This is an optimization exercise on Yosys and OpenROAD, whose aim is small area, not a production implementation.
The RTL was checked by simulation tests, not by an equivalence proof against the original design.
Power figures rest on the tool's default switching activity, not on a simulated workload.

exp/willow:
==> flow/design.v <==
module BCD (input [3:0] BINARY,
				output reg [6:0] SEGMENTS);
always@(*)
	case(BINARY)
		0:SEGMENTS=7'b1000000;
		1:SEGMENTS=7'b1111001;
		2:SEGMENTS=7'b0100100;
		3:SEGMENTS=7'b0110000;
		4:SEGMENTS=7'b0011001;
		5:SEGMENTS=7'b0010010;
		6:SEGMENTS=7'b0000010;
		7:SEGMENTS=7'b1111000;
		8:SEGMENTS=7'b0000000;
		9:SEGMENTS=7'b0010000;
		default:SEGMENTS=7'bxxxxxxx;
	endcase
endmodule
module Digit_Converter (input Far,						 
								input [3:0] Tens,				 
								input [3:0] Units,			 
								output [13:0] Distance);		 
BCD DUT1(.BINARY(Far ? 4'd9 : Tens),
			.SEGMENTS(Distance[13:7]));
BCD DUT2(.BINARY(Far ? 4'd9 : Units),
			.SEGMENTS(Distance[6:0]));
endmodule
module CLK_Divider (input CLK,				 
						  input RST,				 
						  input Cycle_Odd,		 
						  output T_Tick);			 
reg [2:0] Counter;		 
assign T_Tick = Counter[2] && !Cycle_Odd;
always@(posedge CLK)
	if(!RST)
		Counter <= 0;
	else
		if(Counter[2])
			Counter <= 0;
		else
			Counter <= Counter + 1;
endmodule
module Sensor_Controller (input CLK,							 
								  input EN,								 
								  input RST,							 
								  input Echo,							 
								  output reg Trigger,				 
								  output reg Far,					 
								  output reg [3:0] Tens,			 
								  output reg [3:0] Units);		 
reg [4:0] R;
reg [6:0] Q_Hi;
reg [1:0] H;
reg [3:0] T, U;
wire Q_Inc   = R[4] & R[3];								 
wire U_Nine  = U[3] & U[0];
wire T_Nine  = T[3] & T[0];
wire Q_Wrap  = H[1] & T[2] & T[0] & U[2] & U[0];		 
wire C_Last  = Q_Hi[6] & Q_Hi[1] & Q_Hi[0] & T[3] & U[3] & U[0] & R[2];	 
always@(posedge CLK)
	if(!RST)
		begin
			R <= 0; Q_Hi <= 0; H <= 0; T <= 0; U <= 0;
			Trigger <= 0;
			Far <= 0; Tens <= 0; Units <= 0;
		end
	else if(EN)
		begin
			Trigger <= C_Last;
			if(Echo)
				begin
					Far <= H != 0;
					Tens <= T;
					Units <= U;
				end
			if(C_Last)
				begin
					R <= 0; Q_Hi <= 0; H <= 0; T <= 0; U <= 0;
				end
			else
				begin
					R <= Q_Inc ? {2'b00, R[2:0]} : R + 5'd5;
					if(Q_Inc)
						begin
							if(Q_Wrap)
								begin
									H <= 0; T <= 0; U <= 0;
									Q_Hi <= Q_Hi + 1;
								end
							else if(U_Nine)
								begin
									U <= 0;
									if(T_Nine)
										begin
											T <= 0;
											H <= H + 1;
										end
									else
										T <= T + 1;
								end
							else
								U <= U + 1;
						end
				end
		end
endmodule
module Sound_Generator (input CLK,					 
								input RST,					 
								input Far,					 
								output Sound_Data,		 
								output XCLK,				 
								output BCLK,				 
								output DACLRCK,			 
								output Cycle_Odd);		 
reg [12:0] Counter;
always@(posedge CLK)
	if(!RST)
		Counter <= 0;
	else
		Counter <= Counter + 1;
assign Sound_Data = Far ? 1'b0 : Counter[12];
assign XCLK = Counter[1];
assign BCLK = Counter[3];
assign DACLRCK = Counter[8];
assign Cycle_Odd = Counter[0];
endmodule
module CodecConfigurator
(
	input CLK,
	input RST,				 
	input inTick,
	output sdaLow,
	output sclLow
);
	reg [6:0] pos;			 
	reg [2:0] write;		 
	wire [4:0] slot = pos[6:2];
	wire [1:0] phase = pos[1:0];
	wire gapEnd = slot[4] & slot[3] & slot[2] & phase[0];		 
	wire bytesEnd = (pos == 7'd107);
	wire done = write[2] & write[1] & gapEnd;
	always @(posedge CLK)
		if (!RST)
		begin
			pos <= 7'd110;
			write <= 3'd0;
		end
		else if (inTick && !done)
		begin
			pos <= gapEnd ? 7'd0 : pos + 1'b1;
			if (bytesEnd) write <= write + 1'b1;
		end
	reg [26:0] lowBits;
	always @*
		case (write)
			3'd0: lowBits = 27'b011011111011101111001010011;
			3'd1: lowBits = 27'b010111101010001111001010011;
			3'd2: lowBits = 27'b001111111010110111001010011;
			3'd3: lowBits = 27'b001100011011001111001010011;
			3'd4: lowBits = 27'b000010111011111111001010011;
			3'd5: lowBits = 27'b000010111010111111001010011;
			default: lowBits = 27'bx;
		endcase
	wire inGap = slot[4] & slot[3] & (slot[2] | (slot[1] & slot[0]));	 
	assign sdaLow = inGap ? (~slot[0] | ~phase[1]) : lowBits[slot];
	assign sclLow = inGap ? ((slot[0] ^ phase[0]) & ~phase[1]) : ~(phase[0] ^ phase[1]);
endmodule
module Security_Top (input CLK,						 
							input RST,						 
							output XCLK,					 
							output BCLK,					 
							output DACLRCK,				 
							input Echo_Sig,				 
							output Trigger_Sig,			 
							output [13:0] Distance,		 
							output Sound_Data,			 
							output I2C_Data_Low,			 
							output I2C_Clock_Low);		 
wire T_Tick;					 
wire Cycle_Odd;				 
wire Far;						 
wire [3:0] Tens, Units;		 
Sound_Generator DUT5(.CLK(CLK),
							.RST(RST),
							.Far(Far),
							.Sound_Data(Sound_Data),
							.XCLK(XCLK),
							.BCLK(BCLK),
							.DACLRCK(DACLRCK),
							.Cycle_Odd(Cycle_Odd));
CLK_Divider DUT1(.CLK(CLK),
					  .RST(RST),
					  .Cycle_Odd(Cycle_Odd),
					  .T_Tick(T_Tick));
Sensor_Controller DUT2(.CLK(CLK),
							  .EN(T_Tick),
							  .RST(RST),
							  .Trigger(Trigger_Sig),
							  .Echo(Echo_Sig),
							  .Far(Far),
							  .Tens(Tens),
							  .Units(Units));
Digit_Converter DUT3(.Far(Far),
							.Tens(Tens),
							.Units(Units),
							.Distance(Distance));
CodecConfigurator DUT6(.CLK(CLK),
							  .RST(RST),
							  .inTick(T_Tick & ~Far),
							  .sdaLow(I2C_Data_Low),
							  .sclLow(I2C_Clock_Low));
endmodule
Settings: LEC_CHECK=0, CAP_MARGIN=20, CORE_MARGIN=2, CORE_UTILIZATION=40, SLEW_MARGIN=20; clock period 30.0 ns.
standard.sh (not shown) runs the stock make flow with config.mk's settings and CLKGATE_MAP_FILE= SYNTH_SCRIPT=/design/flow/synth_recipe.tcl, a recipe that flattens the netlist after the stock synthesis.
==> flow/flow/run.sh <==
#!/bin/bash
# Own layout flow: the standard synthesis, then the combinational logic
# between the registers is mapped again by ABC for area (the registers, their
# names and cell types stay as the standard synthesis made them), then
# the standard layout steps from floorplan to finish.
set -euo pipefail
W=$PWD
R=$W/orfs/results/$FLOW_PLATFORM/Security_Top/base
YOSYS=yosys
if [[ -x $FLOW_HOME/../tools/install/yosys/bin/yosys ]]; then YOSYS=$FLOW_HOME/../tools/install/yosys/bin/yosys; fi
LIB=$FLOW_HOME/platforms/$FLOW_PLATFORM/lib/sky130_fd_sc_hd__tt_025C_1v80.lib

MAKE_VARS=(
  "BUFFER_PORTS_ARGS=-buffer_cell sky130_fd_sc_hd__buf_1"
  "CTS_ARGS=-sink_clustering_enable -repair_clock_nets -dont_use_dummy_load -buf_list sky130_fd_sc_hd__clkbuf_4"
)

# 1. standard synthesis (netlist only)
bash standard.sh "$R/1_2_yosys.v" > "$W/1_standard_synth.log" 2>&1
cp "$R/1_2_yosys.v" "$W/standard_netlist.v"

# 2. area re-mapping of the combinational logic
sed -e "s|@LIB@|$LIB|g" -e "s|@IN@|$W/standard_netlist.v|g" -e "s|@OUT@|$W/remapped_netlist.v|g" \
    -e "s|@SCRIPT@|$W/flow/area.abc|g" -e "s|@TOP@|$FLOW_TOP|g" "$W/flow/remap.ys" > "$W/remap.ys"
"$YOSYS" -s "$W/remap.ys" > "$W/2_remap.log" 2>&1
cp "$W/remapped_netlist.v" "$R/1_2_yosys.v"
touch "$R/1_2_yosys.v"

# 3. standard layout from the remapped netlist
bash standard.sh "${MAKE_VARS[@]}" finish > "$W/3_layout.log" 2>&1
==> flow/flow/area.abc <==
strash
&get -n
&deepsyn -T 20
&put
dch -f
map -a
topo
==> flow/flow/remap.ys <==
# Re-map the combinational cells of the standard netlist for area.
read_liberty -ignore_miss_func @LIB@
read_verilog @IN@
# registers and tie cells stay as they are
blackbox sky130_fd_sc_hd__dfxtp_1 sky130_fd_sc_hd__dfxtp_2 sky130_fd_sc_hd__dfxtp_4 sky130_fd_sc_hd__dfrtp_1 sky130_fd_sc_hd__dfstp_1 sky130_fd_sc_hd__edfxtp_1 sky130_fd_sc_hd__dfxbp_1 sky130_fd_sc_hd__dfrbp_1 sky130_fd_sc_hd__dfsbp_1 sky130_fd_sc_hd__conb_1
hierarchy -top @TOP@
flatten
opt_clean -purge
abc -liberty @LIB@ -script @SCRIPT@ -dont_use sky130_fd_sc_hd__lpflow* -dont_use sky130_fd_sc_hd__probe*
opt_clean -purge
hilomap -singleton -hicell sky130_fd_sc_hd__conb_1 HI -locell sky130_fd_sc_hd__conb_1 LO
splitnets
opt_clean -purge
insbuf -buf sky130_fd_sc_hd__buf_4 A X
opt_clean -purge
stat -liberty @LIB@
select @TOP@
write_verilog -noattr -noexpr -nohex -nodec -selected @OUT@
Input-level comparison between exp/sierra and exp/willow:
--- a/flow/flow/run.sh
+++ b/flow/flow/run.sh
@@ -15 +15 @@
-  "CTS_ARGS=-sink_clustering_enable -repair_clock_nets -dont_use_dummy_load -buf_list sky130_fd_sc_hd__clkbuf_4"
+  "CTS_ARGS=-sink_clustering_enable -repair_clock_nets -dont_use_dummy_load -sink_clustering_size 64 -sink_clustering_max_diameter 1000 -buf_list sky130_fd_sc_hd__clkbuf_4"
--- a/flow/flow/area.abc
+++ b/flow/flow/area.abc
@@ -6 +6 @@
-map -a
+amap
Findings:
- On exp/sierra: design internal power is about 0.3% higher than what exp/willow gave.
- Comparing overall fraction of global-route tracks in use for exp/willow and exp/sierra, the bigger number came from exp/sierra.
- Final cycle utilization of the critical path | exp/sierra above exp/willow
- Between exp/sierra and exp/willow, it is exp/sierra whose logic gate share of total power is higher, by 0.2 points.
- Post-layout total power: exp/sierra vs exp/willow up 0.36%
- exp/sierra against exp/willow; cell leakage power is down slightly.
- Fmax: exp/sierra lower than exp/willow
- exp/willow has a higher register share of total power than exp/sierra.
- On exp/sierra: depth of the worst register-to-register path is 1 lower than what exp/willow gave.
> inputs changed (exp/sierra -> exp/indigo)
- setting ABC_AREA to 1 for the first time
- setting CTS_BUF_LIST to sky130_fd_sc_hd__clkbuf_4 for the first time
- setting CTS_CLUSTER_SIZE to 60 for the first time
- setting CTS_CLUSTER_DIAMETER to 500 for the first time
==> flow/run.sh (new file) <==
#!/bin/bash
# synth_recipe.tcl (not shown) runs the flow's synth.tcl, then flattens the netlist and writes it again
# the make line also repeats each setting of config.mk as NAME=value (left out here)
make -C /OpenROAD-flow-scripts/flow DESIGN_CONFIG=/design/flow/config.mk WORK_HOME=/design/flow/orfs CLKGATE_MAP_FILE= SYNTH_SCRIPT=/design/flow/synth_recipe.tcl finish
removed: flow/flow/run.sh
removed: flow/flow/area.abc
removed: flow/flow/remap.ys
removed: flow/standard.sh
Notes after the runs:
- Both conditions hold for exp/indigo: the flow ran to the end and the final layout passed the timing, DRC and antenna checks.
- From exp/sierra to exp/indigo the numbers moved as follows: placed wire-length estimate after detailed placement shows an increase of 1500 um, sequential portion of the cell area fell by 13 points, total power draw picked up an extra about 14%, placed standard-cell area has increased.
- Final-layout non-clock buffer area share, exp/indigo and exp/sierra, lower one = exp/sierra.
- Between exp/indigo and exp/sierra, global-route met2 utilization is lower for exp/sierra, exp/indigo comes in above that.
- Re arrival time at the worst endpoint: exp/sierra was higher than exp/indigo.
- exp/sierra leaves less setup margin than exp/indigo.
- Iteration-0 DRC count of the detailed router: exp/indigo better than exp/sierra
Input-level comparison between exp/ember and exp/indigo:
- CTS_CLUSTER_SIZE no longer set, was 60
- CTS_CLUSTER_DIAMETER no longer set, was 500
- ABC_AREA no longer set, was 1
- CTS_BUF_LIST no longer set, was sky130_fd_sc_hd__clkbuf_4
==> comparison <==
- Number of clock-tree buffers in the layout, exp/ember and exp/indigo, higher one = exp/ember.
- exp/ember and exp/indigo ended up with roughly the same fraction of layout cells with a size suffix above 1.
- Cell area | exp/ember vs exp/indigo | exp/ember smaller
- Per the comparison of exp/ember with exp/indigo, later-pin clock latency in the skew report decreased by 50 ps relative to the old numbers; via count decreased by 362 relative to the old numbers; worst-case setup margin in the final layout has decreased; relative slew slack went down; share of the core filled with cells went up by 0.35 points.
- Area enclosed by the die boundary delta for exp/ember relative to exp/indigo: about 2.3% lower

==> port drivers added, routing unchanged <==
The flow's constraints put no driver on any port. The routed layouts listed below were extracted and timed again, unchanged, in two steps.
Step 1 (the two cells are an assumption about what drives the block):
set clk [get_ports {CLK}]
set_driving_cell -lib_cell sky130_fd_sc_hd__clkbuf_16 $clk
set_driving_cell -lib_cell sky130_fd_sc_hd__buf_2 [delete_from_list [all_inputs] $clk]
Step 2 moves the port delays by t, midway between the first and last clock arrival at a register: inputs arrive t later, outputs are due t later. That takes back most of the time a late clock gives input paths.
Three values: ideal ports, drivers, drivers and shift; two values: the first two.
run | t, ns | setup slack, ns | worst setup path after step 2
exp/willow | 0.412 | 21.920 / 21.895 / 22.287 | input to register
exp/sierra | 0.405 | 21.502 / 21.475 / 21.880 | register to output
exp/indigo | 0.412 | 21.569 / 21.542 / 21.954 | register to output
exp/ember | 0.365 | 21.100 / 21.071 / 21.436 | register to output
After both steps every run listed still meets setup and hold.
